From an optimization exercise on the open Yosys and OpenROAD flow, aimed at small area and a short achievable clock period; shortcuts taken in it are not production practice.
Function was not checked in any run shown here: the RTL went through the layout flow alone.

==> flow/design.v, too long to show whole: its modules and the start of the top module <==
// module lowp5: 924 lines
// module bq_fa: 4 lines
// module bq_ha: 4 lines
// module bq_m_x: 3 lines
// module bq_m_a: 3 lines
// module bq_m_c: 453 lines
// module bq_m_s: 3 lines
// module bq_e_x: 3 lines
// module bq_e_a: 3 lines
// module bq_e_c: 204 lines
// module bq_e_s: 3 lines
// module bq_r_x: 3 lines
// module bq_r_a: 3 lines
// module bq_r_c: 214 lines
// module bq_r_s: 3 lines
module lowp5(signal_in, signal_out, time_constant, clock_in, reset, enable);
  // ...
==> flow/flow/run.sh <==
#!/bin/bash
set -euo pipefail
MARGIN=$(cat flow/margin.txt 2>/dev/null || echo 5)
bash standard.sh \
  "BUFFER_PORTS_ARGS=-buffer_cell sky130_fd_sc_hd__buf_2" \
  "SETUP_SLACK_MARGIN=$MARGIN" \
  finish > flow_make.log 2>&1
==> flow/flow/margin.txt <==
7
==> flow/standard.sh <==
#!/bin/bash
# synth_recipe.tcl (not shown) runs the flow's synth.tcl, then flattens the netlist and writes it again
# the make line also repeats each setting of config.mk as NAME=value (left out here)
make -C /OpenROAD-flow-scripts/flow DESIGN_CONFIG=/design/flow/config.mk WORK_HOME=/design/flow/orfs CLKGATE_MAP_FILE= SYNTH_SCRIPT=/design/flow/synth_recipe.tcl "${@:-finish}"
==> flow/config.mk <==
export PLATFORM = sky130hd
export DESIGN_NAME = lowp5
export DESIGN_NICKNAME = lowp5
export VERILOG_FILES = /design/flow/design.v
export SDC_FILE = /design/flow/constraint.sdc
export NUM_CORES = 4
export LEC_CHECK = 0
export CAP_MARGIN = 20
export CORE_MARGIN = 2
export CORE_UTILIZATION = 60
export CTS_BUF_LIST = sky130_fd_sc_hd__clkbuf_4 sky130_fd_sc_hd__clkbuf_8
export SLEW_MARGIN = 20
export SYNTH_HIERARCHICAL = 1
==> flow/constraint.sdc <==
create_clock -name core_clock -period 15.0 [get_ports {clock_in}]
set_input_delay 3.0000 -clock core_clock [delete_from_list [all_inputs] [get_ports {clock_in}]]
set_output_delay 3.0000 -clock core_clock [all_outputs]
set_load 0.01 [all_outputs]
==> flow_metrics.tcl, run 1 <==
set metrics [dict create \
    stop_stage "Yosys front end" \
    ys_warn_count 0 \
    status "stopped before the end" \
    error "ERROR: Assert `arg->is_signed == sig.as_wire()->is_signed' failed in frontends/ast/genrtlil.cc:2140." \
]
==> run 2: changes to the inputs <==
--- a/flow/design.v
+++ b/flow/design.v
@@ -888,17 +888,17 @@
 wire [56:0] m_pa, m_pb, m_p, m_g;
 assign m_pa = {~y1[27], t436c, t435c, t434c, t433c, t432c, t431c, t430c, t429c, t428c, t427c, t425c, t423c, t420c, t416c, t412c, t407c, t402c, t396c, t390c, t383c, t375c, t366c, t356c, t345c, t332c, t318c, t303c, t288c, t274c, t260c, t246c, t232c, t218c, t204c, t190c, t176c, t162c, t148c, t134c, t121c, t108c, t107s, t85c, t74c, t64c, t54c, t44c, t35c, t27c, t26s, t19s, t12s, x[0], x[1], x[0], y2n[1]};
 assign m_pb = {t437c, t437s, t436s, t435s, t434s, t433s, t432s, t431s, t430s, t429s, t428s, t427s, t425s, t423s, t420s, t416s, t412s, t407s, t402s, t396s, t390s, t383s, t375s, t366s, t356s, t345s, t332s, t318s, t303s, t288s, t274s, t260s, t246s, t232s, t218s, t204s, t190s, t176s, t162s, t148s, t134s, t121s, t108s, t96s, t85s, t74s, t64s, t54s, t44s, t35s, t27s, t20s, t13s, t7s, t3s, t1s, y2n[0]};
 bq_m_x um_x (.a(m_pa), .b(m_pb), .y(m_p));
 bq_m_a um_a (.a(m_pa), .b(m_pb), .y(m_g));
 wire [27:0] m_c;
 bq_m_c um_c (.i({1'b1, m_p[56], m_p[55], m_p[54], m_p[53], m_p[52], m_p[51], m_p[50], m_p[49], m_p[48], m_p[47], m_p[46], m_p[45], m_p[44], m_p[43], m_p[42], m_p[41], m_p[40], m_p[39], m_p[38], m_p[37], m_p[36], m_p[35], m_p[34], m_p[33], m_p[32], m_p[31], m_p[30], m_p[29], m_p[28], m_p[27], m_p[26], m_p[25], m_p[24], m_p[23], m_p[22], m_p[21], m_p[20], m_p[19], m_p[18], m_p[17], m_p[16], m_p[15], m_p[14], m_p[13], m_p[12], m_p[11], m_p[10], m_p[9], m_p[8], m_p[7], m_p[6], m_p[5], m_p[4], m_p[3], m_p[2], m_p[1], m_p[0], ~y2n[0], m_g[56], m_g[55], m_g[54], m_g[53], m_g[52], m_g[51], m_g[50], m_g[49], m_g[48], m_g[47], m_g[46], m_g[45], m_g[44], m_g[43], m_g[42], m_g[41], m_g[40], m_g[39], m_g[38], m_g[37], m_g[36], m_g[35], m_g[34], m_g[33], m_g[32], m_g[31], m_g[30], m_g[29], m_g[28], m_g[27], m_g[26], m_g[25], m_g[24], m_g[23], m_g[22], m_g[21], m_g[20], m_g[19], m_g[18], m_g[17], m_g[16], m_g[15], m_g[14], m_g[13], m_g[12], m_g[11], m_g[10], m_g[9], m_g[8], m_g[7], m_g[6], m_g[5], m_g[4], m_g[3], m_g[2], m_g[1], m_g[0]}), .c(m_c));
 wire [27:0] m_s;
-bq_m_s um_s (.a({1'b1, m_p[54], m_p[53], m_p[52], m_p[51], m_p[50], m_p[49], m_p[48], m_p[47], m_p[46], m_p[45], m_p[44], m_p[43], m_p[42], m_p[41], m_p[40], m_p[39], m_p[38], m_p[37], m_p[36], m_p[35], m_p[34], m_p[33], m_p[32], m_p[31], m_p[30], m_p[29], m_p[28]}), .b({m_c[27], m_c[26], m_c[25], m_c[24], m_c[23], m_c[22], m_c[21], m_c[20], m_c[19], m_c[18], m_c[17], m_c[16], m_c[15], m_c[14], m_c[13], m_c[12], m_c[11], m_c[10], m_c[9], m_c[8], m_c[7], m_c[6], m_c[5], m_c[4], m_c[3], m_c[2], m_c[1], m_c[0]}), .v({signal_in[27], signal_in[26], signal_in[25], signal_in[24], signal_in[23], signal_in[22], signal_in[21], signal_in[20], signal_in[19], signal_in[18], signal_in[17], signal_in[16], signal_in[15], signal_in[14], signal_in[13], signal_in[12], signal_in[11], signal_in[10], signal_in[9], signal_in[8], signal_in[7], signal_in[6], signal_in[5], signal_in[4], signal_in[3], signal_in[2], signal_in[1], signal_in[0]}), .r(reset), .y(m_s));
+bq_m_s um_s (.a({1'b1, m_p[54], m_p[53], m_p[52], m_p[51], m_p[50], m_p[49], m_p[48], m_p[47], m_p[46], m_p[45], m_p[44], m_p[43], m_p[42], m_p[41], m_p[40], m_p[39], m_p[38], m_p[37], m_p[36], m_p[35], m_p[34], m_p[33], m_p[32], m_p[31], m_p[30], m_p[29], m_p[28]}), .b({m_c[27], m_c[26], m_c[25], m_c[24], m_c[23], m_c[22], m_c[21], m_c[20], m_c[19], m_c[18], m_c[17], m_c[16], m_c[15], m_c[14], m_c[13], m_c[12], m_c[11], m_c[10], m_c[9], m_c[8], m_c[7], m_c[6], m_c[5], m_c[4], m_c[3], m_c[2], m_c[1], m_c[0]}), .v({x[27], x[26], x[25], x[24], x[23], x[22], x[21], x[20], x[19], x[18], x[17], x[16], x[15], x[14], x[13], x[12], x[11], x[10], x[9], x[8], x[7], x[6], x[5], x[4], x[3], x[2], x[1], x[0]}), .r(reset), .y(m_s));
 wire [28:0] e_pa, e_pb, e_p, e_g;
 assign e_pa = {y1[27], y1[27], y1[26], y1[25], y1[24], y1[23], y1[22], y1[21], y1[20], y1[19], y1[18], y1[17], y1[16], y1[15], y1[14], y1[13], y1[12], y1[11], y1[10], y1[9], y1[8], y1[7], y1[6], y1[5], y1[4], y1[3], y1[2], y1[1], y1[0]};
 assign e_pb = {y2n[27], y2n[27], y2n[26], y2n[25], y2n[24], y2n[23], y2n[22], y2n[21], y2n[20], y2n[19], y2n[18], y2n[17], y2n[16], y2n[15], y2n[14], y2n[13], y2n[12], y2n[11], y2n[10], y2n[9], y2n[8], y2n[7], y2n[6], y2n[5], y2n[4], y2n[3], y2n[2], y2n[1], y2n[0]};
 bq_e_x ue_x (.a(e_pa), .b(e_pb), .y(e_p));
 bq_e_a ue_a (.a(e_pa), .b(e_pb), .y(e_g));
 wire [26:0] e_c;
 bq_e_c ue_c (.i({e_p[28], e_p[27], e_p[26], e_p[25], e_p[24], e_p[23], e_p[22], e_p[21], e_p[20], e_p[19], e_p[18], e_p[17], e_p[16], e_p[15], e_p[14], e_p[13], e_p[12], e_p[11], e_p[10], e_p[9], e_p[8], e_p[7], e_p[6], e_p[5], e_p[4], e_p[3], e_p[2], e_p[1], e_p[0], e_g[28], e_g[27], e_g[26], e_g[25], e_g[24], e_g[23], e_g[22], e_g[21], e_g[20], e_g[19], e_g[18], e_g[17], e_g[16], e_g[15], e_g[14], e_g[13], e_g[12], e_g[11], e_g[10], e_g[9], e_g[8], e_g[7], e_g[6], e_g[5], e_g[4], e_g[3], e_g[2], e_g[1], e_g[0]}), .c(e_c));
 wire [27:0] e_s;
==> run 2 against run 1 <==
Now clean on timing, DRC and antenna.
==> flow_metrics.tcl, run 2 <==
set metrics [dict create \
    status "no timing/DRC/antenna violations" \
    fin_setup_tns_ns 0 \
    period_share_pct 51.70 \
    layout.nets 1926 \
    hpwlAfterDp_mm 35.17 \
    maxSlewViolCount 0 \
    rrSetupSlack_ns 7.25 \
    largest_register_ffs 30 \
    wl_per_cell_microns 23.48 \
    hold_violations 0 \
    ant_nets 0 \
    arrival_ns 7.96 \
    clkLatencyLatePin_ns 0.49 \
    grt_pass1_wl_mm 67.29 \
    rows 63 \
    clock_path_buffers 2 \
    port_buffers 58 \
    drc 0 \
    cts_hold_buf 0 \
    crit_path_start_kind "flip-flop" \
    slew_headroom_pct 29.63 \
    diodes 0 \
    syn_area_sq_um 18100 \
    min_period_ns 7.755 \
    crit_path_end_kind "flip-flop" \
    cts_tree "yes" \
    initial_utilization_pct 61.08 \
    fp.dieW_microns 177.7 \
    syn2layout_area_growth_pct 6.677 \
    mostFrequentLayoutCells "fa_1, xor2_1, edfxtp_1" \
    ys_warn_count 7 \
    wirelength_mm 43.57 \
    vias_per_cell 5.794 \
    hold_ws_ns 0.5571 \
    overflow 0 \
    worstSetupPathType "reg2reg" \
    cts_buffers 17 \
    top_register "r" \
    cts_sinks 114 \
    path_max_fanout 7 \
    synthCells 1393 \
    drtIter0Drc 551 \
    globalplace.congestion 0.8954 \
    rsz0062_at_grt "no" \
    avgSynthCellArea_sq_um 13.00 \
    num_vias 10750 \
    h-tree-depth 4 \
    synth.net_count 1866 \
    pin_count 64 \
    fmax_mhz 129.0 \
    fill_cells 2333 \
    mostFrequentLayoutCell "fa_1" \
    core_sq_um 29640 \
    maxCapViolations 0 \
    die-area_sq_um 31580 \
    setup_viol 0 \
    clkSlewWorstSetupHoldPaths_ns 0.08 \
    root_buffer "clkbuf_8" \
    grt_max_degree 63 \
    antenna_found_initial 0 \
    timing_worst_slew_pin_value_ns 1.048 \
    grtUsageTotal_pct 29.80 \
    fin_skew_ns 0.02652 \
    hold_path.class "reg2reg" \
    drive_gt1_share_pct 17.39 \
    firstDrtPassIters 5 \
    crit_required_ns 15.21 \
    grt_pass1_vias 11590 \
    die_h_microns 177.7 \
]
## run 2: final timing paths
kind                         start          endpoint  cells after the start
setup / recovery  y1[19]$_DFFE_PP_  y1[27]$_DFFE_PP_                     21
hold / removal     x1[0]$_DFFE_PP_    r[0]$_DFFE_PP_                      1
setup reg to reg  y1[19]$_DFFE_PP_  y1[27]$_DFFE_PP_                     21
hold reg to reg    x1[0]$_DFFE_PP_    r[0]$_DFFE_PP_                      1
## run 2: layout make-up
class | count | area, sq um | share of cell area (%)
Multi-Input combinational cell | 1147 | 13990 | 72.44
Sequential cell | 114 | 3423 | 17.73
Timing Repair Buffer | 135 | 870.8 | 4.510
Tap cell | 390 | 488.0 | 2.527
Clock buffer | 20 | 256.5 | 1.328
Inverter | 38 | 142.6 | 0.7386
Clock inverter | 12 | 140.1 | 0.7257
## run 2: per-layer routing
layer / up-vias / global-route usage, % / share of wire (%)
met4: 0 / 8.333 / 1.7
met3: 50 / 6.213 / 4.9
met5: - / 0 / 0
li1: 4707 / - / -
met1: 5746 / 39.89 / 42
met2: 251 / 49.79 / 51
## run 2: critical path, cell delays in order, from the launching register on
cell and delay, ns:
edfxtp_1 0.53, fa_1 0.49, fa_1 0.44, fa_1 0.54, fa_1 0.46, fa_1 0.55, fa_1 0.43, fa_1 0.41
fa_1 0.54, fa_1 0.45, fa_2 0.62, xor2_4 0.22, a21oi_1 0.10, o21ai_1 0.17, a221oi_2 0.10, o21a_1 0.22
o21ai_2 0.22, a2bb2oi_4 0.14, o21ba_2 0.34, o31ai_2 0.28, xnor2_1 0.14, o21ai_0 0.08
## run 2: what timing repair did
action,in CTS,in global routing
hold endpoints to repair,0,0
endpoints found under the setup margin,9,20
resized for setup,3,18
setup buffers,2,67
pin swaps,0,3
## run 2: per-stage QoR
stage	setup slack [ns]	utilization, %	instances	cell area (sq um)
after floorplan	7.616	-	1393	18100
after global placement	6.772	61.45	1754	18210
after detailed placement	6.695	61.45	1754	18210
after CTS	6.920	62.93	1788	18650
after global routing	6.965	65.16	1856	19310
final	7.245	65.16	1856	19310

[re-timing with driven ports]
The flow's constraints put no driver on any port. The routed layout listed below was extracted and timed again, unchanged, in two steps.
Step 1, drivers: a clkbuf_16 drives clock_in and a buf_2 each remaining input, both assumed.
Step 2, shift: input delay + t, output delay - t, t = (earliest + latest rising clock arrival at the registers) / 2. This alone moves slack from input paths to output paths.
Slacks: ideal / step 1 / step 2; pairs: ideal / step 1.
run: run 2
t, ns: 0.528
setup slack, ns: 7.245 / 7.245 / 7.090
hold WS [ns]: 0.557 / 0.557 / 0.557
slew at the worst register clock pin (ns): 0.09 / 0.09
After both steps setup and hold are still met in run 2. The setup slack of run 2 moves by 0.000 ns with the drivers and by -0.155 ns with both steps.
